Source: an optimization exercise on an open RTL-to-GDS flow (aim: small area). Production flows keep margins and buffers that such runs may drop. Where RTL was checked, it was by simulation tests only, not by an equivalence proof against the original. Function not checked in runs 1 to 3: the RTL went through the layout flow alone. Power and IR drop assume default switching activity.

--- flow/config.mk ---
export PLATFORM = sky130hd
export DESIGN_NAME = digi_clock
export DESIGN_NICKNAME = digi_clock
export VERILOG_FILES = /design/flow/design.v
export SDC_FILE = /design/flow/constraint.sdc
export NUM_CORES = 4
export LEC_CHECK = 0
export ABC_AREA = 1
export CAP_MARGIN = 20
export CORE_MARGIN = 2
export CORE_UTILIZATION = 40
export CTS_BUF_LIST = sky130_fd_sc_hd__clkbuf_8
export SLEW_MARGIN = 20
--- flow/constraint.sdc ---
create_clock -name core_clock -period 10.0 [get_ports {clk}]
set_input_delay 2.0000 -clock core_clock [delete_from_list [all_inputs] [get_ports {clk}]]
set_output_delay 2.0000 -clock core_clock [all_outputs]
set_load 0.01 [all_outputs]
--- flow/design.v ---
`timescale 1ns / 1ps
module digi_clock ( clk, sw, btn, seg, Led, an );
input clk ;
input [7:0] sw ;
input [3:0] btn ;
output [4:1] Led ;
output [7:0] seg ;
output [3:0] an ;
wire rst  = btn[3] ;
wire load = btn[2] ;
wire hp   = btn[1] ;
wire mp   = btn[0] ;
reg [8:0] t ;
wire tick10 = t[8] & t[7] & t[3] & t[2] & t[1] & t[0] ;    
always @(posedge clk)
  if (rst | tick10) t <= 9'd0 ;
  else              t <= t + 9'd1 ;
wire [1:0] cnt = t[3:2] ;
reg [3:0] d ;
wire d_last = d[3] & d[0] ;             
wire tick1  = tick10 & d[3] & d[0] & ~d[1] ;
always @(posedge clk)
  if (rst)          d <= 4'b1011 ;
  else if (tick10)  d <= d_last ? {3'b000, d[1]} : d + 4'd1 ;
wire blink = d[0] ;
wire [4:0] ren = {sw[4:1], sw[7]} ;
wire em = tick10 & mp ;
wire eh = tick10 & ~mp & hp ;
wire [5:0] rm0, rm1, rm2, rm3, rm4 ;
wire [4:0] rh0, rh1, rh2, rh3, rh4 ;
hm_reg r0 (.clk(clk), .rst(rst), .em(em & ren[0]), .eh(eh & ren[0]), .m(rm0), .h(rh0)) ;
hm_reg r1 (.clk(clk), .rst(rst), .em(em & ren[1]), .eh(eh & ren[1]), .m(rm1), .h(rh1)) ;
hm_reg r2 (.clk(clk), .rst(rst), .em(em & ren[2]), .eh(eh & ren[2]), .m(rm2), .h(rh2)) ;
hm_reg r3 (.clk(clk), .rst(rst), .em(em & ren[3]), .eh(eh & ren[3]), .m(rm3), .h(rh3)) ;
hm_reg r4 (.clk(clk), .rst(rst), .em(em & ren[4]), .eh(eh & ren[4]), .m(rm4), .h(rh4)) ;
reg [5:0] cs, cm ;
reg [4:0] ch ;
wire s59 = cs[5] & cs[4] & cs[3] & cs[1] & cs[0] ;
wire m59 = cm[5] & cm[4] & cm[3] & cm[1] & cm[0] ;
wire h23 = ch[4] & ch[2] & ch[1] & ch[0] ;
wire ld  = sw[7] & load ;
wire cz  = rst | (tick1 & s59 & m59 & h23) ;
wire sz  = cz | (tick1 & (ld | s59)) ;
wire mz  = cz | (tick1 & ~ld & s59 & m59) ;
always @(posedge clk) begin
  if (sz)         cs <= 6'd0 ;
  else if (tick1) cs <= cs + 6'd1 ;
  if (mz)         cm <= 6'd0 ;
  else if (tick1 & ld) cm <= rm0 ;
  else if (tick1 & s59) cm <= cm + 6'd1 ;
  if (cz)         ch <= 5'd0 ;
  else if (tick1 & ld) ch <= rh0 ;
  else if (tick1 & s59 & m59) ch <= ch + 5'd1 ;
end
wire any_en = |sw[4:1] ;
wire [1:0] a_sel = any_en ? ( sw[4:1] == 4'b1000 ? 2'd3 :
                              sw[4:1] == 4'b0100 ? 2'd2 :
                              sw[4:1] == 4'b0010 ? 2'd1 : 2'd0 ) : cnt ;
reg [5:0] am ;
reg [4:0] ah ;
always @(*)
  case (a_sel)
    2'd0: begin am = rm1 ; ah = rh1 ; end
    2'd1: begin am = rm2 ; ah = rh2 ; end
    2'd2: begin am = rm3 ; ah = rh3 ; end
    default: begin am = rm4 ; ah = rh4 ; end
  endcase
wire ring = ~any_en & sw[5] & (blink | ~sw[6]) & (am == cm) & (ah == ch) ;
assign Led[1] = ring & (cnt == 2'd0) ;
assign Led[2] = ring & (cnt == 2'd1) ;
assign Led[3] = ring & (cnt == 2'd2) ;
assign Led[4] = ring & (cnt == 2'd3) ;
wire [5:0] lo = sw[7] ? rm0 : any_en ? am : sw[0] ? cs : cm ;
wire [5:0] hi = sw[7] ? {1'b0, rh0} : any_en ? {1'b0, ah} : sw[0] ? cm : {1'b0, ch} ;
wire [5:0] v  = cnt[1] ? hi : lo ;
reg [3:0] hex ;
always @(*) begin
  if (cnt[0]) hex = v / 6'd10 ;
  else        hex = v % 6'd10 ;
end
assign an = ~(4'b0001 << cnt) ;
reg [6:0] sg ;
always @(*)
  case (hex)
    4'd1: sg = 7'b1111001 ;
    4'd2: sg = 7'b0100100 ;
    4'd3: sg = 7'b0110000 ;
    4'd4: sg = 7'b0011001 ;
    4'd5: sg = 7'b0010010 ;
    4'd6: sg = 7'b0000010 ;
    4'd7: sg = 7'b1111000 ;
    4'd8: sg = 7'b0000000 ;
    4'd9: sg = 7'b0010000 ;
    default: sg = 7'b1000000 ;
  endcase
assign seg = {1'b1, sg} ;
endmodule
module hm_reg ( clk, rst, em, eh, m, h ) ;
input clk, rst, em, eh ;
output reg [5:0] m ;
output reg [4:0] h ;
wire mz = rst | (em & m[5] & m[4] & m[3] & m[1] & m[0]) ;    
wire hz = rst | (eh & h[4] & h[2] & h[1] & h[0]) ;           
always @(posedge clk) begin
  if (mz)      m <= 6'd0 ;
  else if (em) m <= m + 6'd1 ;
  if (hz)      h <= 5'd0 ;
  else if (eh) h <= h + 5'd1 ;
end
endmodule
--- flow/flow/run.sh ---
#!/bin/bash
# Layout flow: the standard ORFS flow (standard.sh), with these changes:
#  - synthesis maps the logic with an area-oriented ABC script
#    (flow/abc_area.script) in place of ORFS's delay-oriented one, and does
#    not map adders to half/full-adder cells (ADDER_MAP_FILE empty). The
#    registers are mapped by dfflibmap before ABC runs, exactly as in the
#    standard synthesis, so they keep their names and cells;
#  - the port buffers are the smallest buffer cell (buf_1).
# Everything else (floorplan, power grid, tap cells, placement, CTS,
# routing) is ORFS's unchanged. make's full output goes to flow_make.log in
# this folder; ORFS writes each tool's own log under orfs/logs/.
set -euo pipefail
here=$(pwd)
rm -rf "$here/scripts_abc"
cp -r "$FLOW_HOME/scripts" "$here/scripts_abc"
cp "$here/flow/abc_area.script" "$here/scripts_abc/abc_area.script"
bash standard.sh SCRIPTS_DIR="$here/scripts_abc" ABC_AREA=1 ADDER_MAP_FILE= \
  BUFFER_PORTS_ARGS="-buffer_cell sky130_fd_sc_hd__buf_1" finish > "$here/flow_make.log" 2>&1
--- flow/flow/abc_area.script ---
strash
&get -n
&st
&dch -f
&nf -a -R 1000 -F 4 -A 4 -C 32
&put
strash
&get -n
&st
&dch -f
&nf -a -R 1000 -F 4 -A 4 -C 32
&put
topo
--- flow/standard.sh ---
#!/bin/bash
# synth_recipe.tcl (not shown) runs the flow's synth.tcl, then flattens the netlist and writes it again
# the make line also repeats each setting of config.mk as NAME=value (left out here)
make -C /OpenROAD-flow-scripts/flow DESIGN_CONFIG=/design/flow/config.mk WORK_HOME=/design/flow/orfs CLKGATE_MAP_FILE= SYNTH_SCRIPT=/design/flow/synth_recipe.tcl "${@:-finish}"
==> results of run 1 <==
[cell usage after synthesis, types with 2 or more instances]
library cell	n
and3_1	29
o21bai_1	6
a41oi_1	2
a221oi_1	8
a21boi_0	6
or2_0	6
nand3_1	9
mux2i_1	8
xor2_1	4
clkinv_1	4
a22oi_1	5
nand2b_1	7
a211oi_1	5
nor2_1	75
nor2b_1	13
a21o_1	2
nor3_1	45
dfxtp_1	85
nand2_1	23
a31oi_1	2
a41o_1	5
nand4_1	3
a222oi_1	18
and4_1	3
nor4_1	2
a21oi_1	63
and2_0	13
xnor2_1	18
o22ai_1	3
o21a_1	3
a2111oi_0	3
o21ai_0	16
[cells by family (layout without fill, tap and decap cells)]
kind of cell,count (synthesis),after routing,share of synthesized area [%]
simple gates,231,231,27.4
compound gates,151,151,24.1
flops,85,85,40.8
xor+xnor,22,22,4.62
mux,9,9,2.46
buf+inv,5,53,0.540
other cells,1,1,0.0898
[layer usage]
layer / up-vias / part of all wire [%] / GRT usage (%) / routed length, um
met5: - / 0 / 0 / 0
met4: 0 / 1.4 / 6.30 / 145
met2: 133 / 45 / 30.5 / 4860
li1: 2000 / - / - / -
met3: 12 / 6.5 / 4.72 / 699
met1: 1844 / 47 / 26.8 / 4990
[worst max-delay path, delay by kind of cell]
kind / cells / cell delay [ns]
simple gates: 12 / 2.46
buf+inv: 4 / 0.63
compound gates: 11 / 2.01
xor+xnor: 1 / 0.16
[registers in the layout, summed over array words and instances, names as in the netlist]
register and count:
t 9, cm 6, cs 6, r0.m 6, r1.m 6, r2.m 6
r3.m 6, r4.m 6, ch 5, r0.h 5, r1.h 5, r2.h 5
r3.h 5, r4.h 5, d 4
[area by class of cell]
type	count	share of cell area, %
multi-input cells	414	52.4
flip-flops and latches	85	36.1
well taps	136	3.61
repair buffers	33	3.24
clock buffers	9	2.63
clock inverters	7	1.70
inverters	4	0.319
[final timing paths]
kind | start | end | cells past startpoint
setup / recovery | sw[4] | seg[3] | 28
setup reg to reg | t[2]$_SDFF_PP0_ | cm[0]$_SDFFE_PP0P_ | 10
hold / removal | t[8]$_SDFF_PP0_ | t[8]$_SDFF_PP0_ | 2
hold reg to reg | t[8]$_SDFF_PP0_ | t[8]$_SDFF_PP0_ | 2
[per-stage QoR]
stage                     std cells  hold WS [ns]  utilization (%)  setup slack (ns)
final                           688         0.474             46.0             0.729
after floorplan                 504         0.432                -             0.838
after CTS                       688         0.476             45.9             0.582
after global placement          672         0.445             43.9             0.839
after detailed placement        672         0.454             43.9             0.612
after global routing            688         0.518             46.0             0.109
[where the power goes]
part / internal, W / switching, W
Clock: 0.000119 / 0.000132
Combinational: 0.0000152 / 0.0000290
Sequential: 0.000339 / 0.00000168
==> impl_metrics.ini, run 1 <==
[placement]
placed_cell_area_um2 = 4490
dp_hpwl_mm = 7.85
gp_congestion = 0.981
io_buffer_count = 27

[worst_setup_path]
cpMostUsedCell = nor2_1
criticalPathCategory = primary input to primary output
worstPathRequired_ns = 8.00
critical-path-slowest-cell = or4_1
end_kind = primary output
reg2reg_slack_ns = 5.57
cpPeakStageDelay_ns = 0.53
start_kind = primary input
cp_max_fo = 14
crit_arrival_ns = 7.27

[die]
die-area_um2 = 11300
die_width_um = 106
fp.dieH_um = 106
ioPinCount = 29
initial_utilization_pct = 40.8
fp-row-count = 37
core-area_um2 = 10200

[global_routing]
antenna_found_initial = 0
gr-total-overflow = 0
grt_pass1_wl_mm = 17.7
grt_pass1_vias = 3583
gr-usage-all-layers_pct = 19.6
grt_start_max_net_pins = 47

[yosys]
synth_seq_area_share_pct = 40.8
avgSynthCellArea_um2 = 8.28
synth_top_area_share_pct = 40.8
synth_area_um2 = 4170
ys_seq_elements = 85
syn_inst = 504
yosysTopAreaCell = dfxtp_1
async_reset_ff_share_pct = 0
synth_edf_count = 0
syn_nets = 517
ys_warn_count = 2
synth_cell_types = 42
synth-main-ff-cell = dfxtp_1
synth.area.top_cells = dfxtp_1 41%, a21oi_1 7.6%, nor2_1 6.7%

[cts]
cts_hold_buf = 0
cts_tree = yes
cts_sinks = 85
post_cts_buffers = 0
post_cts_resized = 0
clk_path_buf_depth = 2
numCtsBuffers = 9
clock-root-buffer = clkbuf_8
clkTransAtPathRegs_ns = 0.09
htree_num_levels = 3
clk_latency_ns = 0.36

[routing]
first_pass_iters = 8
wl_mm = 10.7
drc = 0
wire_per_inst_um = 15.5
routed-via-count = 3989
drt_iter0_markers = 304
drtAntennaViolNets = 0
vias_per_cell = 5.80

[finish]
final_cell_mix = 85 x dfxtp_1, 75 x nor2_1, 62 x a21oi_1, 45 x nor3_1, 29 x and3_1
multi_input_area_um2 = 2460
regArea_um2 = 1700
syn_to_final_growth_pct = 12.8
final_common_cell = dfxtp_1
drive_gt1_share_pct = 5.62
antenna_cells = 0
n_fill_cell = 1008
final_cell_area_um2 = 4710
layout.nets = 560

[pwr]
power_density_nw_per_um2 = 135
power_leakage_nw = 1.76
vdd_drop_max_mv = 0.0541
total_power_w = 0.000636

[timing]
worst_slew_pin_slew_ns = 1.05
final-setup-viol-count = 0
grt_setup_unrepaired = false
tns_ns = 0
period_share_pct = 92.7
fmax_ghz = 0.108
relSlewSlack_pct = 29.0
hold_viol = 0
report.final.slew_viol_count = 0
layout_min_cycle_time_ns = 9.27
skew_ns = 0.00940

[status]
status = timing/DRC/antenna clean

[job]
drv_cap = 0

[min_path]
min_path_type = register to register
==> run 2: changes to the inputs <==
--- a/flow/config.mk
+++ b/flow/config.mk
@@ -9,5 +9,5 @@
 export CAP_MARGIN = 20
 export CORE_MARGIN = 2
-export CORE_UTILIZATION = 40
+export CORE_UTILIZATION = 70
 export CTS_BUF_LIST = sky130_fd_sc_hd__clkbuf_8
 export SLEW_MARGIN = 20
==> run 2 against run 1 <==
Largest cell class unchanged. Via count up 4.4%. First-iteration DRC count up 91%. Final cell count down 9.2%. Clock skew up 0.0023 ns. Core utilization up 33 points. Die area down 41%. Still clean on timing, DRC and antenna. Hold slack worse by 0.0056 ns. Area after synthesis unchanged. Register-to-register slack better by 0.14 ns. Flip-flop and latch count unchanged. Sequential power about the same. Fmax down 1.1%.
==> impl_metrics.ini, run 2 <==
[placement]
io_buffer_count = 27
dp.cells = 609
pre_cts_slack_ns = 0.418
gp_congestion = 0.960
dp_hpwl_mm = 7.85

[finish]
layout.nets = 558
final_common_cell = dfxtp_1
antenna_cells = 0
final_cell_mix = 85 x dfxtp_1, 74 x nor2_1, 63 x a21oi_1, 45 x nor3_1, 29 x and3_1
top_register = t
regArea_um2 = 1700
multi_input_area_um2 = 2460
layout.cells.non_filler = 625
final_util_pct = 78.7
syn_to_final_growth_pct = 10.4
drive_gt1_share_pct = 4.55
largest_reg_flops = 9
n_fill_cell = 440

[worst_setup_path]
crit_arrival_ns = 7.38
cp_max_fo = 14
worstPathRequired_ns = 8.00
criticalPathCategory = primary input to primary output
start_kind = primary input
end_kind = primary output

[routing]
drtAntennaViolNets = 0
drt_iter0_markers = 582
routed-via-count = 4163
drc = 0
first_pass_iters = 6
wire_per_inst_um = 17.4
vias_per_cell = 6.66
wl_mm = 10.9

[status]
status = timing/DRC/antenna clean

[cts]
clkTransAtPathRegs_ns = 0.09
cts_tree = yes
cts_hold_buf = 0
clock-root-buffer = clkbuf_8
clk_path_buf_depth = 2
clk_latency_ns = 0.37
htree_num_levels = 3
post_cts_buffers = 0
numCtsBuffers = 9
cts_sinks = 85
post_cts_resized = 0

[yosys]
synth_cell_types = 42
ys_warn_count = 2
yosysTopAreaCell = dfxtp_1
ys_seq_elements = 85
syn_inst = 504
synth_top_area_share_pct = 40.8
synth-main-ff-cell = dfxtp_1
synth.area.top_cells = dfxtp_1 41%, a21oi_1 7.6%, nor2_1 6.7%
synth_area_um2 = 4170
syn_nets = 517
synth_seq_area_share_pct = 40.8
async_reset_ff_share_pct = 0
synth_edf_count = 0
avgSynthCellArea_um2 = 8.28
synthTopCellsByCount = 85 x dfxtp_1, 75 x nor2_1, 63 x a21oi_1, 45 x nor3_1, 29 x and3_1
synth_most_common_cell = dfxtp_1

[timing]
report.final.slew_viol_count = 0
grt_setup_unrepaired = false
fin_ws_ns = 0.622
fmax_ghz = 0.107
final-setup-viol-count = 0
worst_slew_pin_slew_ns = 1.04
tns_ns = 0
skew_ns = 0.0117
period_share_pct = 93.8
layout_min_cycle_time_ns = 9.38
hold_viol = 0
relSlewSlack_pct = 28.7

[pwr]
switching_share_pct = 25.8
power_leakage_nw = 1.75
p_comb_share_pct = 6.9
power_density_nw_per_um2 = 138
internal-power_w = 0.000473
vdd_drop_max_mv = 0.151
power.share.clock_pct = 39.6
pwr-share-seq_pct = 53.5
p_sw_w = 0.000164

[global_routing]
gr-usage-all-layers_pct = 33.8
grt_pass1_wl_mm = 17.1
grt_start_max_net_pins = 47
gr-total-overflow = 0
antenna_found_initial = 0
grt_pass1_vias = 3589

[die]
die-area_um2 = 6600
core-area_um2 = 5850
ioPinCount = 29
die_width_um = 81.2
fp.dieH_um = 81.2
fp-row-count = 28
initial_utilization_pct = 71.3

[min_path]
min_path_type = register to register

[job]
drv_cap = 0
==> run 2: cell counts after synthesis <==
Identical to the previous run, type by type.
==> run 2: through the flow <==
step	area, um^2	hold WS [ns]	total power, W
3_3_place_gp	4390	0.446	0.000389
4_1_cts	4600	0.475	0.000639
3_5_place_dp	4390	0.454	0.000391
2_1_floorplan	4170	0.432	0.000373
5_1_grt	4610	0.508	0.000656
6_report	4610	0.469	0.000637
==> run 2: kinds of logic after synthesis <==
group	synth area share, %
compound gates	24.1
xor+xnor	4.62
buf+inv	0.540
flops	40.8
mux	2.46
other cells	0.0898
simple gates	27.4
==> run 2: cell type report <==
type / instances / share of cell area [%]
Inverter: 4 / 0.326
Clock buffer: 9 / 2.69
Sequential cell: 85 / 36.9
Tap cell: 75 / 2.04
Timing Repair Buffer: 31 / 2.88
Clock inverter: 7 / 1.71
Multi-Input combinational cell: 414 / 53.4
==> run 2: critical path, cell delays in order <==
cell	delay (ns)
buf_1	0.18
or4_4	0.68
nor2_1	0.14
a2111oi_1	0.07
buf_4	0.18
nor2b_2	0.22
a222oi_1	0.33
a21boi_1	0.33
nand2_1	0.11
a22oi_1	0.16
nor2_1	0.06
a41oi_1	0.28
o21bai_1	0.21
xnor2_1	0.11
or2_0	0.22
a21oi_1	0.21
or2_0	0.17
o31ai_1	0.12
nor2_1	0.19
nor2_1	0.08
nor2b_1	0.23
xnor2_1	0.16
nor2_1	0.05
a21oi_1	0.28
a21oi_1	0.16
nor2b_1	0.19
nor2_1	0.10
buf_1	0.15
==> run 2: power groups by stage <==
stage | clock network, W | logic (W) | registers, W
floorplan | 0 | 0.0000250 | 0.000348
global placement | 0 | 0.0000410 | 0.000348
detailed placement | 0 | 0.0000423 | 0.000349
CTS | 0.000256 | 0.0000425 | 0.000341
global route | 0.000268 | 0.0000479 | 0.000341
finish | 0.000252 | 0.0000441 | 0.000341
==> run 2: path summary, 6_finish.rpt <==
check | from | end | slack, ns | depth (start not counted)
setup / recovery | sw[4] | seg[3] | 0.62 | 28
hold / removal | t[0]$_SDFF_PP0_ | t[0]$_SDFF_PP0_ | 0.47 | 1
setup reg to reg | t[2]$_SDFF_PP0_ | cm[1]$_SDFFE_PP0P_ | 5.71 | 10
hold reg to reg | t[0]$_SDFF_PP0_ | t[0]$_SDFF_PP0_ | 0.47 | 1
==> run 2: per-layer routing <==
metal	share of wire, %	global-route usage, %	vias up
met5	0	0	-
met2	46	53.7	184
met3	8.0	8.22	23
met4	2.0	12.0	0
li1	-	-	1998
met1	44	44.6	1958
==> run 3: changes to the inputs <==
--- a/flow/config.mk
+++ b/flow/config.mk
@@ -9,5 +9,5 @@
 export CAP_MARGIN = 20
 export CORE_MARGIN = 2
-export CORE_UTILIZATION = 70
-export CTS_BUF_LIST = sky130_fd_sc_hd__clkbuf_8
+export CORE_UTILIZATION = 60
+export CTS_BUF_LIST = sky130_fd_sc_hd__clkbuf_4 sky130_fd_sc_hd__clkbuf_8
 export SLEW_MARGIN = 20
==> run 3 against run 2 <==
Flip-flop and latch count did not move. Sequential share of layout area decreased by 0.42 points. Highest routed layer unchanged. Via count is 3.1% lower. Final cell count up 1.3%. Combinational power barely moved. Largest cell class unchanged.
==> impl_metrics.ini, run 3 <==
[timing]
worst_slew_pin_slew_ns = 1.06
relSlewSlack_pct = 28.5
fmax_ghz = 0.106
period_share_pct = 94.2
fin_ws_ns = 0.579
report.final.slew_viol_count = 0
skew_ns = 0.00890
layout_min_cycle_time_ns = 9.42
grt_setup_unrepaired = false
final-setup-viol-count = 0
hold_viol = 0
tns_ns = 0

[routing]
vias_per_cell = 6.37
drt_iter0_markers = 420
drtAntennaViolNets = 0
wire_per_inst_um = 16.3
routed-via-count = 4033
wl_mm = 10.3
first_pass_iters = 6
drc = 0

[pwr]
vdd_drop_max_mv = 0.151
power_density_nw_per_um2 = 138
power_leakage_nw = 1.77

[yosys]
synth_cell_types = 42
syn_nets = 517
async_reset_ff_share_pct = 0
avgSynthCellArea_um2 = 8.28
yosysTopAreaCell = dfxtp_1
ys_warn_count = 2
synth_area_um2 = 4170
synth_top_area_share_pct = 40.8
synth-main-ff-cell = dfxtp_1
syn_inst = 504
synth.area.top_cells = dfxtp_1 41%, a21oi_1 7.6%, nor2_1 6.7%
synthTopCellsByCount = 85 x dfxtp_1, 75 x nor2_1, 63 x a21oi_1, 45 x nor3_1, 29 x and3_1
ys_seq_elements = 85
synth_most_common_cell = dfxtp_1
synth_edf_count = 0
synth_seq_area_share_pct = 40.8

[placement]
dp.cells = 616
dp_hpwl_mm = 7.48
gp_congestion = 0.943
io_buffer_count = 27
pre_cts_slack_ns = 0.555
placed_cell_area_um2 = 4420

[cts]
cts_sinks = 85
clk_latency_ns = 0.36
cts_tree = yes
htree_num_levels = 3
clk_path_buf_depth = 2
clock-root-buffer = clkbuf_8
numCtsBuffers = 9
clkTransAtPathRegs_ns = 0.09
post_cts_buffers = 0

[global_routing]
gr-total-overflow = 0
grtUsageMet3_pct = 4.36
antenna_found_initial = 0
busiest_layer = met2
grt_start_max_net_pins = 47
met2_usage_pct = 43.6
grt_use_met1_pct = 40.1
grt_pass1_wl_mm = 16.9
grt_pass1_vias = 3476
gr-usage-all-layers_pct = 28.3

[die]
die-area_um2 = 7640
core-area_um2 = 6760
initial_utilization_pct = 61.8
fp.dieH_um = 87.4
fp-row-count = 30
ioPinCount = 29
die_width_um = 87.4

[finish]
layout.cells.non_filler = 633
syn_to_final_growth_pct = 11.6
layout.nets = 561
top_register = t
largest_reg_flops = 9
drive_gt1_share_pct = 5.06
final_common_cell = dfxtp_1
final_util_pct = 69.0
final_cell_area_um2 = 4660
antenna_cells = 0
final_cell_mix = 85 x dfxtp_1, 75 x nor2_1, 63 x a21oi_1, 45 x nor3_1, 29 x and3_1

[job]
drv_cap = 0

[min_path]
min_path_type = register to register

[worst_setup_path]
cp_max_fo = 13
worstPathRequired_ns = 8.00
cpPeakStageDelay_ns = 0.59
criticalPathCategory = primary input to primary output
start_kind = primary input
cpMostUsedCell = nor2_1
crit_arrival_ns = 7.42
end_kind = primary output
critical-path-slowest-cell = or4_1

[status]
status = timing/DRC/antenna clean
[run 3: logic make-up after synthesis]
| kind of cell | count (synthesis) | synth area share, % |
|---|---|---|
| AO/OA/AOI/OAI | 151 | 24.1 |
| XOR/XNOR | 22 | 4.62 |
| buffers and inverters | 5 | 0.540 |
| flip-flops | 85 | 40.8 |
| multiplexers | 9 | 2.46 |
| other | 1 | 0.0898 |
| AND/OR/NAND/NOR | 231 | 27.4 |
[run 3: worst paths after layout]
check / from / to / slack (ns) / depth (start not counted)
worst min register to register: t[8]$_SDFF_PP0_ / t[8]$_SDFF_PP0_ / 0.47 / 2
worst min-delay path: t[8]$_SDFF_PP0_ / t[8]$_SDFF_PP0_ / 0.47 / 2
worst max-delay path: sw[4] / seg[3] / 0.58 / 27
worst max register to register: t[2]$_SDFF_PP0_ / cm[0]$_SDFFE_PP0P_ / 5.77 / 10
[run 3: timing repair]
| item | CTS | global route |
|---|---|---|
| hold buffers | 0 | 0 |
| resized for setup | 0 | 3 |
| setup endpoints to repair | 0 | 6 |
[run 3: per-stage QoR]
stage,hold WS [ns],total power (W)
after floorplan,0.432,0.000373
after global placement,0.445,0.000390
after detailed placement,0.454,0.000391
after CTS,0.475,0.000649
after global routing,0.520,0.000668
final,0.470,0.000645
[run 3: cell type report]
cell class	count	area, um^2
inverter	4	15.0
timing repair buffer	34	159
multi-input combinational	414	2460
tap	80	100
fill	589	2100
clock inverter	5	67.6
clock buffer	11	151
sequential	85	1700
[run 3: layer usage]
metal	up-vias	wire (um)
li1	2002	-
met1	1862	4860
met2	141	4540
met3	28	640
met4	0	282
met5	-	0
[run 3: where the power goes]
group	internal (W)	switching, W
Clock	0.000132	0.000128
Combinational	0.0000152	0.0000287
Sequential	0.000339	0.00000157
[run 3: critical path: cells and delay by family]
family	cells	cell delay [ns]
xor gates and xnor gates	2	0.30
AOI/OAI and AO/OA	10	1.99
buffers and inverters	4	0.73
and+or+nand+nor	11	2.36
==> run 4: changes to the inputs <==
--- a/flow/design.v
+++ b/flow/design.v
@@ -54,24 +54,35 @@
 end
 wire any_en = |sw[4:1] ;
-wire [1:0] a_sel = any_en ? ( sw[4:1] == 4'b1000 ? 2'd3 :
-                              sw[4:1] == 4'b0100 ? 2'd2 :
-                              sw[4:1] == 4'b0010 ? 2'd1 : 2'd0 ) : cnt ;
-reg [5:0] am ;
-reg [4:0] ah ;
-always @(*)
-  case (a_sel)
-    2'd0: begin am = rm1 ; ah = rh1 ; end
-    2'd1: begin am = rm2 ; ah = rh2 ; end
-    2'd2: begin am = rm3 ; ah = rh3 ; end
-    default: begin am = rm4 ; ah = rh4 ; end
-  endcase
+wire c0 = ~cnt[1] & ~cnt[0] ;
+wire c1 = ~cnt[1] &  cnt[0] ;
+wire c2 =  cnt[1] & ~cnt[0] ;
+wire c3 =  cnt[1] &  cnt[0] ;
+wire e3 =  sw[4] & ~sw[3] & ~sw[2] & ~sw[1] ;
+wire e2 = ~sw[4] &  sw[3] & ~sw[2] & ~sw[1] ;
+wire e1 = ~sw[4] & ~sw[3] &  sw[2] & ~sw[1] ;
+wire k0 = any_en ? ~(e1 | e2 | e3) : c0 ;
+wire k1 = any_en ? e1 : c1 ;
+wire k2 = any_en ? e2 : c2 ;
+wire k3 = any_en ? e3 : c3 ;
+wire [5:0] am = ({6{k0}} & rm1) | ({6{k1}} & rm2) | ({6{k2}} & rm3) | ({6{k3}} & rm4) ;
+wire [4:0] ah = ({5{k0}} & rh1) | ({5{k1}} & rh2) | ({5{k2}} & rh3) | ({5{k3}} & rh4) ;
 wire ring = ~any_en & sw[5] & (blink | ~sw[6]) & (am == cm) & (ah == ch) ;
-assign Led[1] = ring & (cnt == 2'd0) ;
-assign Led[2] = ring & (cnt == 2'd1) ;
-assign Led[3] = ring & (cnt == 2'd2) ;
-assign Led[4] = ring & (cnt == 2'd3) ;
-wire [5:0] lo = sw[7] ? rm0 : any_en ? am : sw[0] ? cs : cm ;
-wire [5:0] hi = sw[7] ? {1'b0, rh0} : any_en ? {1'b0, ah} : sw[0] ? cm : {1'b0, ch} ;
-wire [5:0] v  = cnt[1] ? hi : lo ;
+assign Led[1] = ring & c0 ;
+assign Led[2] = ring & c1 ;
+assign Led[3] = ring & c2 ;
+assign Led[4] = ring & c3 ;
+wire dS = sw[7] ;
+wire dA = ~sw[7] & any_en ;
+wire dC = ~sw[7] & ~any_en ;
+wire dSm = dS & ~cnt[1] ;
+wire dSh = dS &  cnt[1] ;
+wire dAm = dA & ~cnt[1] ;
+wire dAh = dA &  cnt[1] ;
+wire dCs = dC &  sw[0] & ~cnt[1] ;
+wire dCm = dC & (sw[0] ~^ cnt[1]) ;
+wire dCh = dC & ~sw[0] &  cnt[1] ;
+wire [5:0] v = ({6{dSm}} & rm0) | ({6{dSh}} & {1'b0, rh0}) |
+               ({6{dAm}} & am)  | ({6{dAh}} & {1'b0, ah})  |
+               ({6{dCs}} & cs)  | ({6{dCm}} & cm) | ({6{dCh}} & {1'b0, ch}) ;
 reg [3:0] hex ;
 always @(*) begin
--- a/flow/config.mk
+++ b/flow/config.mk
@@ -9,5 +9,7 @@
 export CAP_MARGIN = 20
 export CORE_MARGIN = 2
-export CORE_UTILIZATION = 60
-export CTS_BUF_LIST = sky130_fd_sc_hd__clkbuf_4 sky130_fd_sc_hd__clkbuf_8
+export CORE_UTILIZATION = 70
+export CTS_BUF_LIST = sky130_fd_sc_hd__clkbuf_16
+export CTS_CLUSTER_DIAMETER = 100
+export CTS_CLUSTER_SIZE = 30
 export SLEW_MARGIN = 20
==> run 4 against run 3 <==
Register-to-register slack better by 0.09 ns. Clock power is 24% higher. Flip-flop and latch count stayed put. Core utilization is 13 points higher. Final cell count shrank 3.5%. Critical endpoint is now seg[0]. Largest cell class unchanged.
==> impl_metrics.ini, run 4 <==
[cts]
clk_latency_ns = 0.34
cts_sinks = 85
clkTransAtPathRegs_ns = 0.07
clock-root-buffer = clkbuf_16
clk_path_buf_depth = 2
htree_num_levels = 3
post_cts_buffers = 0
numCtsBuffers = 9
post_cts_resized = 0
cts_tree = yes
cts_hold_buf = 0

[pwr]
vdd_drop_max_mv = 0.149
power_density_nw_per_um2 = 150
power_leakage_nw = 1.65

[die]
fp-row-count = 27
core-area_um2 = 5570
initial_utilization_pct = 73.2
die-area_um2 = 6450
die_width_um = 80.3
fp.dieH_um = 80.3
ioPinCount = 29

[timing]
period_share_pct = 89.7
tns_ns = 0
holdWs_ns = 0.470
fin_ws_ns = 1.03
final-setup-viol-count = 0
skew_ns = 0.00731
grt_setup_unrepaired = false
layout_min_cycle_time_ns = 8.97
relSlewSlack_pct = 40.6
hold_viol = 0
report.final.slew_viol_count = 0
fmax_ghz = 0.111
worst_slew_pin_slew_ns = 0.887

[finish]
syn_to_final_growth_pct = 12.6
largest_reg_flops = 9
final_common_cell = dfxtp_1
top_register = t
layout.nets = 547
final_cell_mix = 85 x dfxtp_1, 73 x nor2_1, 46 x a21oi_1, 41 x nor3_1, 28 x nand2_1
antenna_cells = 0
drive_gt1_share_pct = 4.08

[routing]
routed-via-count = 4216
wire_per_inst_um = 18.1
drt_iter0_markers = 431
wl_mm = 11.1
drc = 0
drtAntennaViolNets = 0
first_pass_iters = 6
vias_per_cell = 6.90

[global_routing]
grt_pass1_vias = 3694
met2_usage_pct = 60.6
gr-total-overflow = 0
grt_use_met1_pct = 42.9
grt_start_max_net_pins = 41
grtUsageMet3_pct = 7.08
busiest_layer = met2
antenna_found_initial = 0
grt_pass1_wl_mm = 17.5
gr-usage-all-layers_pct = 34.9

[yosys]
ys_seq_elements = 85
synth_edf_count = 0
synth_cell_types = 41
synth_most_common_cell = dfxtp_1
syn_nets = 506
ys_warn_count = 2
synth_seq_area_share_pct = 41.7
synth_top_area_share_pct = 41.7
avgSynthCellArea_um2 = 8.27
synth.area.top_cells = dfxtp_1 42%, nor2_1 6.7%, a21oi_1 5.6%
synth-main-ff-cell = dfxtp_1
synth_area_um2 = 4080
synthTopCellsByCount = 85 x dfxtp_1, 73 x nor2_1, 46 x a21oi_1, 41 x nor3_1, 28 x nand2_1
syn_inst = 493
yosysTopAreaCell = dfxtp_1
async_reset_ff_share_pct = 0

[worst_setup_path]
cp_max_fo = 11
critical-path-slowest-cell = a222oi_1
end_kind = primary output
cpPeakStageDelay_ns = 0.44
crit_arrival_ns = 6.97
path_cells = buf_1 -> nor4_1 -> buf_4 -> a21boi_1 -> a222oi_1 -> a21boi_0 -> o2111ai_1 -> nor2_1 -> a21oi_1 -> xnor2_1 -> nor2_1 -> clkinv_1 -> a21o_1 -> xnor2_1 -> nand2_1 -> a21boi_0 -> nor3_1 -> o22ai_1 -> mux2i_1 -> and2_0 -> a211o_1 -> nor2_1 -> buf_1
criticalPathCategory = primary input to primary output
worstPathRequired_ns = 8.00
timing.rr.start = t[2]$_SDFF_PP0_
worstSetupStartpoint = sw[1]
cpMostUsedCell = nor2_1
start_kind = primary input

[min_path]
hp-start = t[0]$_SDFF_PP0_
min_path_type = register to register

[placement]
gp_congestion = 0.904
pre_cts_slack_ns = 0.983
dp_hpwl_mm = 7.64
io_buffer_count = 27

[status]
status = timing/DRC/antenna clean

[job]
drv_cap = 0
==> run 4: changes by cell type after synthesis, sizes merged, moves of 6 or more <==
cell	change
a21boi	+6
o21bai	-6
a22oi	+6
a31oi	+8
a21oi	-17
mux2i	-7
nor2b	-6
==> run 4: cells by family (layout without fill, tap and decap cells) <==
logic type	Yosys count	count (layout)	share of synthesized area [%]
XOR/XNOR	23	23	4.94
AND/OR/NAND/NOR	228	228	27.7
buffers and inverters	6	52	0.644
flip-flops	85	85	41.7
AO/OA/AOI/OAI	149	149	24.6
multiplexers	1	1	0.245
other	1	1	0.0920
==> run 4: stage by stage <==
step	power [W]	cell area [um^2]	util, %	cells
2_1_floorplan	0.000360	4080	-	493
3_3_place_gp	0.000372	4300	77.1	595
3_5_place_dp	0.000373	4300	77.1	595
4_1_cts	0.000687	4590	82.4	611
5_1_grt	0.000703	4590	82.4	611
6_report	0.000689	4590	82.4	611
==> run 4: cell type report <==
class | count | area [um^2]
tap | 72 | 90.1
fill | 338 | 982
sequential | 85 | 1700
inverter | 5 | 18.8
clock inverter | 7 | 66.3
timing repair buffer | 31 | 133
clock buffer | 9 | 225
multi-input combinational | 402 | 2360
==> run 4: metal layers <==
metal,vias to the layer above,wire length [um]
met5,-,0
met2,228,5350
met1,1979,4500
li1,1970,-
met4,0,305
met3,39,915
==> run 4: worst max-delay path: cells and delay by family <==
kind / cells / cell delay (ns)
AO/OA/AOI/OAI: 9 / 2.39
XOR/XNOR: 2 / 0.41
buffers and inverters: 4 / 0.70
multiplexers: 1 / 0.17
AND/OR/NAND/NOR: 7 / 1.30
==> run 4: path summary, 6_finish.rpt <==
path                        endpoint  slack, ns  cells past startpoint
setup / recovery              seg[0]       1.03                     23
hold / removal       t[0]$_SDFF_PP0_       0.47                      1
setup reg to reg  cm[0]$_SDFFE_PP0P_       5.86                     11
hold reg to reg      t[0]$_SDFF_PP0_       0.47                      1
==> run 4: power breakdown <==
group / internal [W] / switching [W]
Combinational: 0.00000693 / 0.0000181
Clock: 0.000174 / 0.000149
Sequential: 0.000339 / 0.00000152
==> run 5: changes to the inputs <==
--- a/flow/config.mk
+++ b/flow/config.mk
@@ -9,7 +9,6 @@
 export CAP_MARGIN = 20
 export CORE_MARGIN = 2
-export CORE_UTILIZATION = 70
-export CTS_BUF_LIST = sky130_fd_sc_hd__clkbuf_16
-export CTS_CLUSTER_DIAMETER = 100
-export CTS_CLUSTER_SIZE = 30
+export CORE_UTILIZATION = 80
+export CTS_BUF_LIST = sky130_fd_sc_hd__clkbuf_8
+export CTS_CLUSTER_SIZE = 20
 export SLEW_MARGIN = 20
==> run 5 against run 4 <==
The flow now stops in global placement (3_3_place_gp). Area after synthesis is the same. Synthesized cell count is the same.
==> impl_metrics.ini, run 5 <==
[status]
status = aborted with a tool error
failing_step = global placement (3_3_place_gp)
tool.error = [ERROR GPL-0301] Utilization 101.201 % exceeds 100%.

[yosys]
syn_nets = 506
syn_inst = 493
async_reset_ff_share_pct = 0
synth-main-ff-cell = dfxtp_1
ys_seq_elements = 85
synth.area.top_cells = dfxtp_1 42%, nor2_1 6.7%, a21oi_1 5.6%
ys_warn_count = 2
synth_top_area_share_pct = 41.7
synth_cell_types = 41
avgSynthCellArea_um2 = 8.27
synth_edf_count = 0
synthTopCellsByCount = 85 x dfxtp_1, 73 x nor2_1, 46 x a21oi_1, 41 x nor3_1, 28 x nand2_1
synth_most_common_cell = dfxtp_1
synth_area_um2 = 4080
synth_seq_area_share_pct = 41.7
yosysTopAreaCell = dfxtp_1

[die]
ioPinCount = 29
fp-row-count = 25
fp.dieH_um = 75.4
die_width_um = 75.4
initial_utilization_pct = 84.6

[placement]
io_buffer_count = 27
-- run 5: cell counts after synthesis --
Identical to the previous run, type by type.
-- run 5: logic make-up after synthesis --
group | after synthesis | share of synthesized area [%]
other | 1 | 0.0920
and+or+nand+nor | 228 | 27.7
DFF | 85 | 41.7
xor gates and xnor gates | 23 | 4.94
AOI/OAI and AO/OA | 149 | 24.6
buffers and inverters | 6 | 0.644
muxes | 1 | 0.245
==> run 6: changes to the inputs <==
==> flow/flow/run.sh (replaced) <==
#!/bin/bash
# Layout flow: the standard ORFS flow (standard.sh), with these changes:
#  - synthesis maps the logic with an area-oriented ABC script
#    (flow/abc_area.script) in place of ORFS's delay-oriented one, and does
#    not map adders to half/full-adder cells (ADDER_MAP_FILE empty). The
#    registers are mapped by dfflibmap before ABC runs, exactly as in the
#    standard synthesis, so they keep their names and cells;
#  - the port buffers are the smallest buffer cell (buf_1);
#  - clock tree synthesis uses the arguments in flow/cts_args (no dummy
#    loads; buffers as listed there).
# Everything else (floorplan, power grid, tap cells, placement, routing) is
# ORFS's unchanged. make's full output goes to flow_make.log in this folder;
# ORFS writes each tool's own log under orfs/logs/.
set -euo pipefail
here=$(pwd)
rm -rf "$here/scripts_abc"
cp -r "$FLOW_HOME/scripts" "$here/scripts_abc"
cp "$here/flow/abc_area.script" "$here/scripts_abc/abc_area.script"
cts_args=$(cat "$here/flow/cts_args")
bash standard.sh SCRIPTS_DIR="$here/scripts_abc" ABC_AREA=1 ADDER_MAP_FILE= \
  BUFFER_PORTS_ARGS="-buffer_cell sky130_fd_sc_hd__buf_1" \
  CTS_ARGS="$cts_args" finish > "$here/flow_make.log" 2>&1
==> flow/flow/cts_args (new file) <==
-sink_clustering_enable -repair_clock_nets -buf_list sky130_fd_sc_hd__clkbuf_8 -dont_use_dummy_load -sink_clustering_size 25 -sink_clustering_max_diameter 80
--- a/flow/config.mk
+++ b/flow/config.mk
@@ -9,6 +9,5 @@
 export CAP_MARGIN = 20
 export CORE_MARGIN = 2
-export CORE_UTILIZATION = 80
-export CTS_BUF_LIST = sky130_fd_sc_hd__clkbuf_8
-export CTS_CLUSTER_SIZE = 20
+export CORE_UTILIZATION = 70
+export GPL_TIMING_DRIVEN = 0
 export SLEW_MARGIN = 20
==> run 6 against run 5 <==
Now clean on timing, DRC and antenna. Area after synthesis is the same. Synthesized cell count is the same.
==> impl_metrics.ini, run 6 <==
[worst_setup_path]
criticalPathCategory = primary input to primary output
cp_max_fo = 11
cpMostUsedCell = xnor2_1
worstPathRequired_ns = 8.00
path_cells = buf_1 -> nor4_4 -> a21boi_1 -> a222oi_1 -> a21boi_0 -> o21ai_0 -> a31oi_1 -> a21oi_1 -> xnor2_1 -> nor2_1 -> clkinv_1 -> a21o_1 -> xnor2_1 -> nand2_1 -> a21boi_0 -> xnor2_1 -> o21ai_0 -> a21oi_1 -> or2_0 -> nor2_1 -> buf_1
critical_path.top_delay_family = compound AO/OA/AOI/OAI gates
critical-path-slowest-cell = nor4_4
cpPeakStageDelay_ns = 0.67
crit_arrival_ns = 7.46
end_kind = primary output
cp.buffers_inverters = 3
start_kind = primary input

[cts]
post_cts_buffers = 0
cts_tree = yes
clock-root-buffer = clkbuf_8
clk_latency_ns = 0.36
clk_path_buf_depth = 2
clkTransAtPathRegs_ns = 0.08
numCtsBuffers = 9
cts_sinks = 85
htree_num_levels = 3

[routing]
wire_per_inst_um = 18.4
vias_per_cell = 6.98
routed-via-count = 4210
drtAntennaViolNets = 0
first_pass_iters = 6
drc = 0
wl_mm = 11.1
drt_iter0_markers = 654

[placement]
dp.cells = 594
dp_hpwl_mm = 7.95
io_buffer_count = 27
gp_congestion = 0.951
pre_cts_slack_ns = 0.187

[yosys]
avgSynthCellArea_um2 = 8.27
synth_cell_types = 41
synth_edf_count = 0
async_reset_ff_share_pct = 0
synth_most_common_cell = dfxtp_1
synth_top_area_share_pct = 41.7
synth.area.top_cells = dfxtp_1 42%, nor2_1 6.7%, a21oi_1 5.6%
synth_area_um2 = 4080
ys_warn_count = 2
synth_seq_area_share_pct = 41.7
synth-main-ff-cell = dfxtp_1
synthTopCellsByCount = 85 x dfxtp_1, 73 x nor2_1, 46 x a21oi_1, 41 x nor3_1, 28 x nand2_1
syn_inst = 493
syn_nets = 506
yosysTopAreaCell = dfxtp_1
ys_seq_elements = 85

[finish]
antenna_cells = 0
largest_reg_flops = 9
syn_to_final_growth_pct = 8.68
layout.nets = 546
final_cell_mix = 85 x dfxtp_1, 73 x nor2_1, 46 x a21oi_1, 41 x nor3_1, 28 x nand2_1
final_util_pct = 79.5
top_register = t
drive_gt1_share_pct = 3.01
layout.cells.non_filler = 603
final_common_cell = dfxtp_1

[timing]
grt_setup_unrepaired = false
holdWs_ns = 0.470
skew_ns = 0.0156
period_share_pct = 94.6
worst_slew_pin_slew_ns = 0.820
relSlewSlack_pct = 45.2
final-setup-viol-count = 0
report.final.slew_viol_count = 0
tns_ns = 0
layout_min_cycle_time_ns = 9.46
fmax_ghz = 0.106
fin_ws_ns = 0.537
hold_viol = 0

[die]
die-area_um2 = 6450
fp-row-count = 27
fp.dieH_um = 80.3
core-area_um2 = 5570
initial_utilization_pct = 73.2
die_width_um = 80.3
ioPinCount = 29

[status]
status = timing/DRC/antenna clean

[pwr]
power_leakage_nw = 1.57
vdd_drop_max_mv = 0.111
power_density_nw_per_um2 = 125

[global_routing]
grt_start_max_net_pins = 41
grt_pass1_vias = 3851
gr-total-overflow = 0
antenna_found_initial = 0
gr-usage-all-layers_pct = 36.0
grt_pass1_wl_mm = 18.0

[min_path]
min_path_type = register to register

[job]
drv_cap = 0
[run 6: cell counts after synthesis]
No cell type changed its count.
[run 6: metal layers]
metal | up-vias | GRT usage, % | share of wire, %
met5 | - | 0 | 0
li1 | 1964 | - | -
met2 | 258 | 59.8 | 47
met4 | 0 | 16.4 | 3.7
met1 | 1925 | 46.1 | 40
met3 | 63 | 5.84 | 9.1
[run 6: cell families (layout without fill, tap and decap cells)]
kind of cell	count (synthesis)	count (layout)	synth area share (%)
and+or+nand+nor	228	228	27.7
buffers and inverters	6	44	0.644
xor gates and xnor gates	23	23	4.94
AOI/OAI and AO/OA	149	149	24.6
muxes	1	1	0.245
other	1	1	0.0920
DFF	85	85	41.7
[run 6: where the power goes]
group	internal (W)	switching, W
combinational	0.00000669	0.0000188
sequential	0.000339	0.00000158
clock	0.0000806	0.000107
total	0.000426	0.000128
[run 6: through the flow]
step                      instance area, um^2  total power [W]
after global routing                     4430         0.000568
after global placement                   4270         0.000371
final                                    4430         0.000554
after floorplan                          4080         0.000360
after CTS                                4420         0.000551
after detailed placement                 4300         0.000373
[run 6: layout make-up]
type / count / area (um^2)
Inverter: 5 / 18.8
Sequential cell: 85 / 1700
Tap cell: 72 / 90.1
Timing Repair Buffer: 29 / 113
Multi-Input combinational cell: 402 / 2380
Clock buffer: 9 / 124
Fill cell: 409 / 1140
Buffer: 1 / 7.51
[run 6: worst paths after layout]
kind	slack, ns	end	from	cells past startpoint
max	0.54	seg[6]	sw[1]	21
min	0.47	t[0]$_SDFF_PP0_	t[0]$_SDFF_PP0_	1
max reg2reg	5.73	ch[0]$_SDFFE_PP0P_	t[2]$_SDFF_PP0_	11
min reg2reg	0.47	t[0]$_SDFF_PP0_	t[0]$_SDFF_PP0_	1
[run 6: timing repair]
item / CTS / global route
endpoints found under the setup margin: 0 / 5
hold buffers: 0 / 0
gates resized for setup: 0 / 1
[run 6: worst reg2reg max path: cells and delay by family, from the launching register on]
kind,cells,cell delay (ns)
compound gates,1,0.33
simple gates,10,3.18
flops,1,0.63
==> run 7: changes to the inputs <==
==> flow/flow/cts_args (replaced) <==
-sink_clustering_enable -repair_clock_nets -buf_list sky130_fd_sc_hd__clkbuf_16 -dont_use_dummy_load -sink_clustering_size 30 -sink_clustering_max_diameter 200
--- a/flow/config.mk
+++ b/flow/config.mk
@@ -10,4 +10,3 @@
 export CORE_MARGIN = 2
 export CORE_UTILIZATION = 70
-export GPL_TIMING_DRIVEN = 0
 export SLEW_MARGIN = 20
==> run 7 against run 6 <==
Core utilization is 1.7 points higher. Largest power group unchanged. First-iteration DRC count is 37% lower. Register-to-register slack better by 0.13 ns. Worst setup slack better by 0.52 ns. Area after synthesis stayed put. Final cell count is 0.17% higher.
==> impl_metrics.ini, run 7 <==
[global_routing]
gr-total-overflow = 0
gr-usage-all-layers_pct = 34.7
grt_pass1_wl_mm = 17.4
antenna_found_initial = 0
grt_start_max_net_pins = 41
grt_pass1_vias = 3707

[placement]
io_buffer_count = 27
gp_congestion = 0.904
dp_hpwl_mm = 7.64
dp.cells = 595

[yosys]
ys_seq_elements = 85
synth_top_area_share_pct = 41.7
synth_most_common_cell = dfxtp_1
async_reset_ff_share_pct = 0
ys_warn_count = 2
synth_seq_area_share_pct = 41.7
synth-main-ff-cell = dfxtp_1
syn_nets = 506
syn_inst = 493
synth_cell_types = 41
synth_area_um2 = 4080
yosysTopAreaCell = dfxtp_1
avgSynthCellArea_um2 = 8.27
synthTopCellsByCount = 85 x dfxtp_1, 73 x nor2_1, 46 x a21oi_1, 41 x nor3_1, 28 x nand2_1
synth.area.top_cells = dfxtp_1 42%, nor2_1 6.7%, a21oi_1 5.6%
synth_edf_count = 0

[routing]
first_pass_iters = 9
wire_per_inst_um = 18.2
routed-via-count = 4216
vias_per_cell = 6.98
drc = 0
drtAntennaViolNets = 0
wl_mm = 11.0
drt_iter0_markers = 411

[cts]
htree_num_levels = 3
post_cts_resized = 0
cts_tree = yes
clk_latency_ns = 0.35
cts_hold_buf = 0
clkTransAtPathRegs_ns = 0.06
clock-root-buffer = clkbuf_16
clk_path_buf_depth = 2
numCtsBuffers = 9
post_cts_buffers = 0
cts_sinks = 85

[worst_setup_path]
cp_max_fo = 11
worstPathRequired_ns = 8.00
crit_arrival_ns = 6.94
end_kind = primary output
criticalPathCategory = primary input to primary output
start_kind = primary input

[finish]
layout.cells.non_filler = 604
final_common_cell = dfxtp_1
antenna_cells = 0
largest_reg_flops = 9
final_cell_mix = 85 x dfxtp_1, 73 x nor2_1, 46 x a21oi_1, 41 x nor3_1, 28 x nand2_1
drive_gt1_share_pct = 2.82
syn_to_final_growth_pct = 11.0
layout.nets = 547
top_register = t

[timing]
tns_ns = 0
report.final.slew_viol_count = 0
fmax_ghz = 0.112
grt_setup_unrepaired = false
final-setup-viol-count = 0
hold_viol = 0
worst_slew_pin_slew_ns = 0.882
skew_ns = 0.0168
relSlewSlack_pct = 41.2
period_share_pct = 89.4
layout_min_cycle_time_ns = 8.94

[pwr]
power_leakage_nw = 1.62
power_density_nw_per_um2 = 142
vdd_drop_max_mv = 0.123

[die]
die_width_um = 80.3
ioPinCount = 29
fp-row-count = 27
fp.dieH_um = 80.3
core-area_um2 = 5570
initial_utilization_pct = 73.2
die-area_um2 = 6450

[min_path]
min_path_type = register to register

[status]
status = timing/DRC/antenna clean

[job]
drv_cap = 0
==> run 7: changes by cell type in the layout (fill, tap and decap cells not counted), sizes merged <==
cell,before,now
clkbuf,9,10
==> run 7: per-layer routing <==
metal | global-route usage, % | vias up | wire (um)
met4 | 12.7 | 0 | 297
met5 | 0 | - | 0
met1 | 42.5 | 1966 | 4500
li1 | - | 1969 | -
met2 | 60.4 | 242 | 5250
met3 | 6.63 | 39 | 941
==> run 7: cell families after synthesis <==
logic type,Yosys count,synth area share (%)
flip-flops,85,41.7
AND/OR/NAND/NOR,228,27.7
multiplexers,1,0.245
other,1,0.0920
AO/OA/AOI/OAI,149,24.6
XOR/XNOR,23,4.94
buffers and inverters,6,0.644
==> run 7: power by group <==
part	leakage (nW)	switching, W	internal (W)	total, W
Combinational	0.825	0.0000183	0.00000693	0.0000252
Clock	0.111	0.000120	0.000158	0.000278
Sequential	0.685	0.00000162	0.000340	0.000341
==> run 7: stage by stage <==
stage	instance area [um^2]	setup slack, ns	power [W]	utilization (%)	hold WS [ns]
global placement	4300	1.25	0.000372	77.1	0.440
detailed placement	4300	0.983	0.000373	77.1	0.454
CTS	4530	0.947	0.000642	81.2	0.469
finish	4530	1.06	0.000644	81.2	0.474
floorplan	4080	1.41	0.000360	-	0.429
global route	4530	0.651	0.000656	81.2	0.492
==> run 7: critical path, stage by stage <==
cell and delay (ns):
buf_1 0.20, nor4_1 0.34, buf_4 0.22, a21boi_1 0.25
a222oi_1 0.44, a21boi_0 0.41, o2111ai_1 0.14, nor2_1 0.21
a21oi_1 0.16, xnor2_1 0.18, nor2_1 0.15, clkinv_1 0.10
a21o_1 0.23, xnor2_1 0.23, nand2_1 0.12, a21boi_0 0.36
nor3_1 0.09, o22ai_1 0.15, mux2i_1 0.17, and2_0 0.21
a211o_1 0.25, nor2_1 0.12, buf_1 0.18
==> run 7: worst paths after layout <==
path                            depth (start not counted)  slack [ns]                 end            start
worst max register to register                         10        5.86  ch[4]$_SDFFE_PP0P_  t[2]$_SDFF_PP0_
worst max-delay path                                   23        1.06              seg[0]            sw[1]
worst min register to register                          1        0.47     t[0]$_SDFF_PP0_  t[0]$_SDFF_PP0_
worst min-delay path                                    1        0.47     t[0]$_SDFF_PP0_  t[0]$_SDFF_PP0_
==> run 7: cell type report <==
type | instances | area (um^2)
Clock buffer | 9 | 225
Fill cell | 354 | 1050
Inverter | 5 | 18.8
Multi-Input combinational cell | 402 | 2360
Sequential cell | 85 | 1700
Tap cell | 72 | 90.1
Timing Repair Buffer | 31 | 133
==> run 8: changes to the inputs <==
==> flow/flow/cts_args (replaced) <==
-sink_clustering_enable -repair_clock_nets -buf_list sky130_fd_sc_hd__clkbuf_8 -root_buf sky130_fd_sc_hd__clkbuf_16 -dont_use_dummy_load -sink_clustering_size 24 -sink_clustering_max_diameter 150
==> run 8 against run 7 <==
Combinational power hardly changed. Critical path depth is the same. Hold slack is the same. Clock skew unchanged. Via count stayed put. Core utilization stayed put. Fmax did not move. Flip-flop and latch count unchanged. Routed wire length unchanged. Design area unchanged. Largest cell class unchanged.
==> impl_metrics.ini, run 8 <==
[routing]
drtAntennaViolNets = 0
vias_per_cell = 6.98
routed.top_layer = met4
met3RoutedLength_um = 941
route.met2.wl_mm = 5.25
drc = 0
wl_mm = 11.0
met1_length_mm = 4.50
wire_per_inst_um = 18.2
first_pass_iters = 9
routed-via-count = 4216
drt_iter0_markers = 411

[yosys]
syn_inst = 493
synth_cell_types = 41
synth_area_um2 = 4080
syn_nets = 506
async_reset_ff_share_pct = 0
yosysTopAreaCell = dfxtp_1
ys_seq_elements = 85
synth.area.top_cells = dfxtp_1 42%, nor2_1 6.7%, a21oi_1 5.6%
synthTopCellsByCount = 85 x dfxtp_1, 73 x nor2_1, 46 x a21oi_1, 41 x nor3_1, 28 x nand2_1
synth_top_area_share_pct = 41.7
ys_warn_count = 2
synth_seq_area_share_pct = 41.7
synth_edf_count = 0
avgSynthCellArea_um2 = 8.27
synth_most_common_cell = dfxtp_1
synth-main-ff-cell = dfxtp_1

[global_routing]
grt_pass1_wl_mm = 17.4
gr-total-overflow = 0
gr-usage-all-layers_pct = 34.7
grt_start_max_net_pins = 41
grt_pass1_vias = 3707
antenna_found_initial = 0

[cts]
htree_num_levels = 3
clkTransAtPathRegs_ns = 0.06
post_cts_resized = 0
cts_tree = yes
numCtsBuffers = 9
clk_latency_ns = 0.35
post_cts_buffers = 0
cts_sinks = 85
clk_path_buf_depth = 2
cts_hold_buf = 0
clock-root-buffer = clkbuf_16

[die]
initial_utilization_pct = 73.2
core-area_um2 = 5570
ioPinCount = 29
fp.dieH_um = 80.3
die-area_um2 = 6450
fp-row-count = 27
die_width_um = 80.3

[timing]
grt_setup_unrepaired = false
layout_min_cycle_time_ns = 8.94
skew_ns = 0.0168
worst_slew_pin_slew_ns = 0.882
final-setup-viol-count = 0
tns_ns = 0
period_share_pct = 89.4
fmax_ghz = 0.112
relSlewSlack_pct = 41.2
hold_viol = 0
report.final.slew_viol_count = 0

[finish]
syn_to_final_growth_pct = 11.0
layout.nets = 547
antenna_cells = 0
final_common_cell = dfxtp_1
largest_reg_flops = 9
top_register = t
final_cell_mix = 85 x dfxtp_1, 73 x nor2_1, 46 x a21oi_1, 41 x nor3_1, 28 x nand2_1
drive_gt1_share_pct = 2.82

[worst_setup_path]
r2r_end = ch[4]$_SDFFE_PP0P_
start_kind = primary input
reg2reg_slack_ns = 5.86
cpMostUsedCell = nor2_1
rr_worst_depth = 10
worstPathRequired_ns = 8.00
timing.rr.start = t[2]$_SDFF_PP0_
crit_arrival_ns = 6.94
path_cells = buf_1 -> nor4_1 -> buf_4 -> a21boi_1 -> a222oi_1 -> a21boi_0 -> o2111ai_1 -> nor2_1 -> a21oi_1 -> xnor2_1 -> nor2_1 -> clkinv_1 -> a21o_1 -> xnor2_1 -> nand2_1 -> a21boi_0 -> nor3_1 -> o22ai_1 -> mux2i_1 -> and2_0 -> a211o_1 -> nor2_1 -> buf_1
cp_max_fo = 11
cpPeakStageDelay_ns = 0.44
end_kind = primary output
critical-path-slowest-cell = a222oi_1
criticalPathCategory = primary input to primary output

[min_path]
holdPathEnd = t[0]$_SDFF_PP0_
hp-start = t[0]$_SDFF_PP0_
min_path_type = register to register
whs_path_depth = 1

[pwr]
power_leakage_nw = 1.62
total_power_w = 0.000644
power_density_nw_per_um2 = 142
vdd_drop_max_mv = 0.123

[job]
drv_cap = 0

[placement]
io_buffer_count = 27
dp_hpwl_mm = 7.64
gp_congestion = 0.904

[status]
status = timing/DRC/antenna clean
==> run 8: cell counts after synthesis <==
No cell type changed its count.
==> run 8: worst max-delay path: cells and delay by family <==
kind,cells,cell delay (ns)
XOR/XNOR,2,0.41
AND/OR/NAND/NOR,7,1.24
multiplexers,1,0.17
AO/OA/AOI/OAI,9,2.39
buffers and inverters,4,0.70
==> run 8: worst max path at each step <==
stage | slack [ns] | to | depth (start not counted) | startpoint
floorplan | 1.41 | seg[6] | 19 | sw[2]
global placement | 1.25 | seg[6] | 22 | sw[1]
detailed placement | 0.98 | seg[6] | 22 | sw[1]
CTS | 0.95 | seg[6] | 22 | sw[1]
global route | 0.65 | seg[5] | 22 | sw[2]
finish | 1.06 | seg[0] | 23 | sw[1]
==> run 8: cells by family after synthesis <==
logic type	after synthesis	share of synthesized area, %
xor gates and xnor gates	23	4.94
muxes	1	0.245
other	1	0.0920
buffers and inverters	6	0.644
and+or+nand+nor	228	27.7
DFF	85	41.7
AOI/OAI and AO/OA	149	24.6
==> run 8: where the power goes <==
group          switching [W]  internal, W
Combinational      0.0000183   0.00000693
Clock               0.000120     0.000158
Sequential        0.00000162     0.000340
==> run 8: metal layers <==
metal	track usage [%]	up-vias
met2	60.4	242
met5	0	-
met3	6.63	39
met1	42.5	1966
li1	-	1969
met4	12.7	0
==> run 8: cell type report <==
cell class	instances	area (um^2)
Inverter	5	18.8
Multi-Input combinational cell	402	2360
Clock buffer	9	225
Tap cell	72	90.1
Fill cell	354	1050
Timing Repair Buffer	31	133
Sequential cell	85	1700
==> run 8: stage by stage <==
stage	hold slack (ns)	utilization, %	cells	instance area, um^2	setup slack (ns)
finish	0.474	81.2	604	4530	1.06
global route	0.492	81.2	604	4530	0.651
CTS	0.469	81.2	604	4530	0.947
detailed placement	0.454	77.1	595	4300	0.983
global placement	0.440	77.1	595	4300	1.25
floorplan	0.429	-	493	4080	1.41
==> run 9: changes to the inputs <==
==> flow/flow/cts_args (replaced) <==
-sink_clustering_enable -repair_clock_nets -buf_list sky130_fd_sc_hd__clkbuf_8 -dont_use_dummy_load
==> run 9 against run 8 <==
Fmax increased by 0.67%. Register-to-register slack better by 0.04 ns. Sequential share of layout area rose by 0.86 points. Final cell count unchanged. Area after synthesis did not move. Critical path type unchanged. Die area unchanged. Flip-flop and latch count did not move. Global-route usage is 0.79 points lower.
==> impl_metrics.ini, run 9 <==
[worst_setup_path]
cpMostUsedCell = nor2_1
cpPeakStageDelay_ns = 0.43
critical_path.top_delay_family = compound AO/OA/AOI/OAI gates
critical-path-slowest-cell = a222oi_1
crit_arrival_ns = 6.88
end_kind = primary output
start_kind = primary input
worstPathRequired_ns = 8.00
reg2reg_slack_ns = 5.90
cp.buffers_inverters = 4
path_cells = buf_1 -> nor4_1 -> buf_4 -> a21boi_1 -> a222oi_1 -> a21boi_0 -> o2111ai_1 -> nor2_1 -> a21oi_1 -> xnor2_1 -> nor2_1 -> clkinv_1 -> a21o_1 -> xnor2_1 -> nand2_1 -> a21boi_0 -> nor3_1 -> o22ai_1 -> mux2i_1 -> and2_0 -> a211o_1 -> nor2_1 -> buf_1
criticalPathCategory = primary input to primary output
cp_max_fo = 11

[cts]
numCtsBuffers = 9
clk_latency_ns = 0.36
cts_hold_buf = 0
post_cts_resized = 0
cts_sinks = 85
clkTransAtPathRegs_ns = 0.07
clk_path_buf_depth = 2
cts_tree = yes
post_cts_buffers = 0
htree_num_levels = 3
clock-root-buffer = clkbuf_8

[yosys]
synth_top_area_share_pct = 41.7
synth_area_um2 = 4080
muxShareOfSynthArea_pct = 0.245
synth_edf_count = 0
synth.area.top_cells = dfxtp_1 42%, nor2_1 6.7%, a21oi_1 5.6%
async_reset_ff_share_pct = 0
synthAdderAreaFrac_pct = 0
synth_cell_types = 41
synth_xor_area_share_pct = 4.94
synth-main-ff-cell = dfxtp_1
yosysTopAreaCell = dfxtp_1
ys_warn_count = 2
synth_most_common_cell = dfxtp_1
synth_top_family_by_area = simple AND/OR/NAND/NOR gates
syn_inst = 493
synth-simple-area-share_pct = 27.7
synth_compound_area_share_pct = 24.6
ys_seq_elements = 85
syn_nets = 506
synth_seq_area_share_pct = 41.7
avgSynthCellArea_um2 = 8.27
synthTopCellsByCount = 85 x dfxtp_1, 73 x nor2_1, 46 x a21oi_1, 41 x nor3_1, 28 x nand2_1

[global_routing]
antenna_found_initial = 0
gr-usage-all-layers_pct = 33.9
met2_usage_pct = 57.7
busiest_layer = met2
grt_pass1_wl_mm = 16.9
grtUsageMet3_pct = 9.89
grt_pass1_vias = 3654
gr-total-overflow = 0
grt_use_met1_pct = 40.8
grt_start_max_net_pins = 41

[finish]
final_cell_mix = 85 x dfxtp_1, 73 x nor2_1, 46 x a21oi_1, 41 x nor3_1, 28 x nand2_1
layout.cells.non_filler = 604
multi_input_area_um2 = 2360
largest_reg_flops = 9
syn_to_final_growth_pct = 8.50
drive_gt1_share_pct = 2.82
antenna_cells = 0
n_fill_cell = 382
regArea_um2 = 1700
final_common_cell = dfxtp_1
top_register = t
layout.nets = 547

[timing]
skew_ns = 0.0199
hold_viol = 0
final-setup-viol-count = 0
layout_min_cycle_time_ns = 8.88
tns_ns = 0
report.final.slew_viol_count = 0
relSlewSlack_pct = 40.5
fmax_ghz = 0.113
worst_slew_pin_slew_ns = 0.893
period_share_pct = 88.8
grt_setup_unrepaired = false
holdWs_ns = 0.472

[job]
drv_cap = 0

[placement]
io_buffer_count = 27
dp.cells = 595
gp_congestion = 0.904
dp_hpwl_mm = 7.64

[routing]
drt_iter0_markers = 372
routed-via-count = 4097
wire_per_inst_um = 17.6
vias_per_cell = 6.78
first_pass_iters = 5
drc = 0
wl_mm = 10.6
drtAntennaViolNets = 0

[pwr]
power_density_nw_per_um2 = 125
vdd_drop_max_mv = 0.147
power_leakage_nw = 1.57
total_power_w = 0.000552

[die]
initial_utilization_pct = 73.2
fp-row-count = 27
fp.dieH_um = 80.3
core-area_um2 = 5570
die_width_um = 80.3
ioPinCount = 29
die-area_um2 = 6450

[min_path]
min_path_type = register to register

[status]
status = timing/DRC/antenna clean
[run 9: metrics by stage]
stage | area [um^2] | utilization (%) | worst slack [ns]
floorplan | 4080 | - | 1.41
global placement | 4300 | 77.1 | 1.25
detailed placement | 4300 | 77.1 | 0.983
CTS | 4420 | 79.4 | 0.952
global route | 4420 | 79.4 | 0.651
finish | 4420 | 79.4 | 1.12
[run 9: final cells by class]
| type | count | area share [%] |
|---|---|---|
| repair buffers | 31 | 3.00 |
| well taps | 72 | 2.04 |
| inverters | 5 | 0.424 |
| multi-input cells | 402 | 53.3 |
| flip-flops and latches | 85 | 38.5 |
| clock buffers | 9 | 2.80 |
[run 9: final timing paths]
check / to / from / depth (start not counted)
max: seg[0] / sw[1] / 23
min: t[0]$_SDFF_PP0_ / t[0]$_SDFF_PP0_ / 1
max reg2reg: cm[0]$_SDFFE_PP0P_ / t[2]$_SDFF_PP0_ / 11
min reg2reg: t[0]$_SDFF_PP0_ / t[0]$_SDFF_PP0_ / 1
[run 9: cell families (layout without fill, tap and decap cells)]
logic type,after synthesis,count (layout)
AND/OR/NAND/NOR,228,228
AO/OA/AOI/OAI,149,149
flip-flops,85,85
XOR/XNOR,23,23
buffers and inverters,6,45
other,1,1
multiplexers,1,1
[run 9: power by group]
group          leakage [nW]  internal (W)  switching (W)
sequential            0.685      0.000339     0.00000152
clock                0.0647     0.0000805       0.000106
combinational         0.825    0.00000693      0.0000180
[run 9: layer usage]
| metal | vias to the layer above | share of wire [%] | routed length (um) |
|---|---|---|---|
| met5 | - | 0 | 0 |
| met3 | 23 | 8.9 | 941 |
| met2 | 209 | 48 | 5100 |
| met4 | 0 | 2.3 | 240 |
| met1 | 1902 | 41 | 4330 |
| li1 | 1963 | - | - |
[run 9: worst reg2reg max path, stage by stage, from the launching register on]
cell and delay, ns:
dfxtp_1 0.60, and3_1 0.28, and2_0 0.26, and3_1 0.60, and3_1 0.31, nor2b_1 0.41, and3_1 0.34, nand4_1 0.21
nor3_1 0.43, nand3_1 0.16, nand3_1 0.27, a221oi_1 0.09

-- separate check: timing with driven ports --
The flow's constraints put no driver on any port. The routed layouts listed below were extracted and timed again, unchanged, in two steps.
Step 1 assumes that a clkbuf_16 drives the clock port and a buf_2 every other input.
Step 2 adds t to the input delays and takes it off the output delays; t is the mean of the earliest and latest rising clock arrival at the registers after step 1. Input paths then give back, and output paths get back, about the clock's delay inside the block.
a / b / c = no drivers / after step 1 / after step 2; a / b = the first two.
run | shift t [ns] | slack for setup (ns) | hold slack, ns | pins driven straight from the clock port
run 1 | 0.388 | 0.729 / 0.708 / 0.708 | 0.474 / 0.474 / 0.474 | 1
run 2 | 0.394 | 0.622 / 0.601 / 0.601 | 0.469 / 0.469 / 0.469 | 1
run 3 | 0.388 | 0.579 / 0.556 / 0.556 | 0.470 / 0.470 / 0.470 | 1
run 4 | 0.372 | 1.029 / 1.006 / 1.006 | 0.470 / 0.470 / 0.470 | 1
run 6 | 0.381 | 0.537 / 0.517 / 0.517 | 0.470 / 0.470 / 0.470 | 1
run 7 | 0.373 | 1.056 / 1.034 / 1.034 | 0.474 / 0.474 / 0.474 | 1
run 8 | 0.373 | 1.056 / 1.034 / 1.034 | 0.474 / 0.474 / 0.474 | 1
run 9 | 0.384 | 1.115 / 1.091 / 1.091 | 0.472 / 0.472 / 0.472 | 1
After both steps setup and hold are still met in every run listed. The setup slack of run 9, which loses most, moves by -0.024 ns with the drivers and by -0.024 ns with both steps.
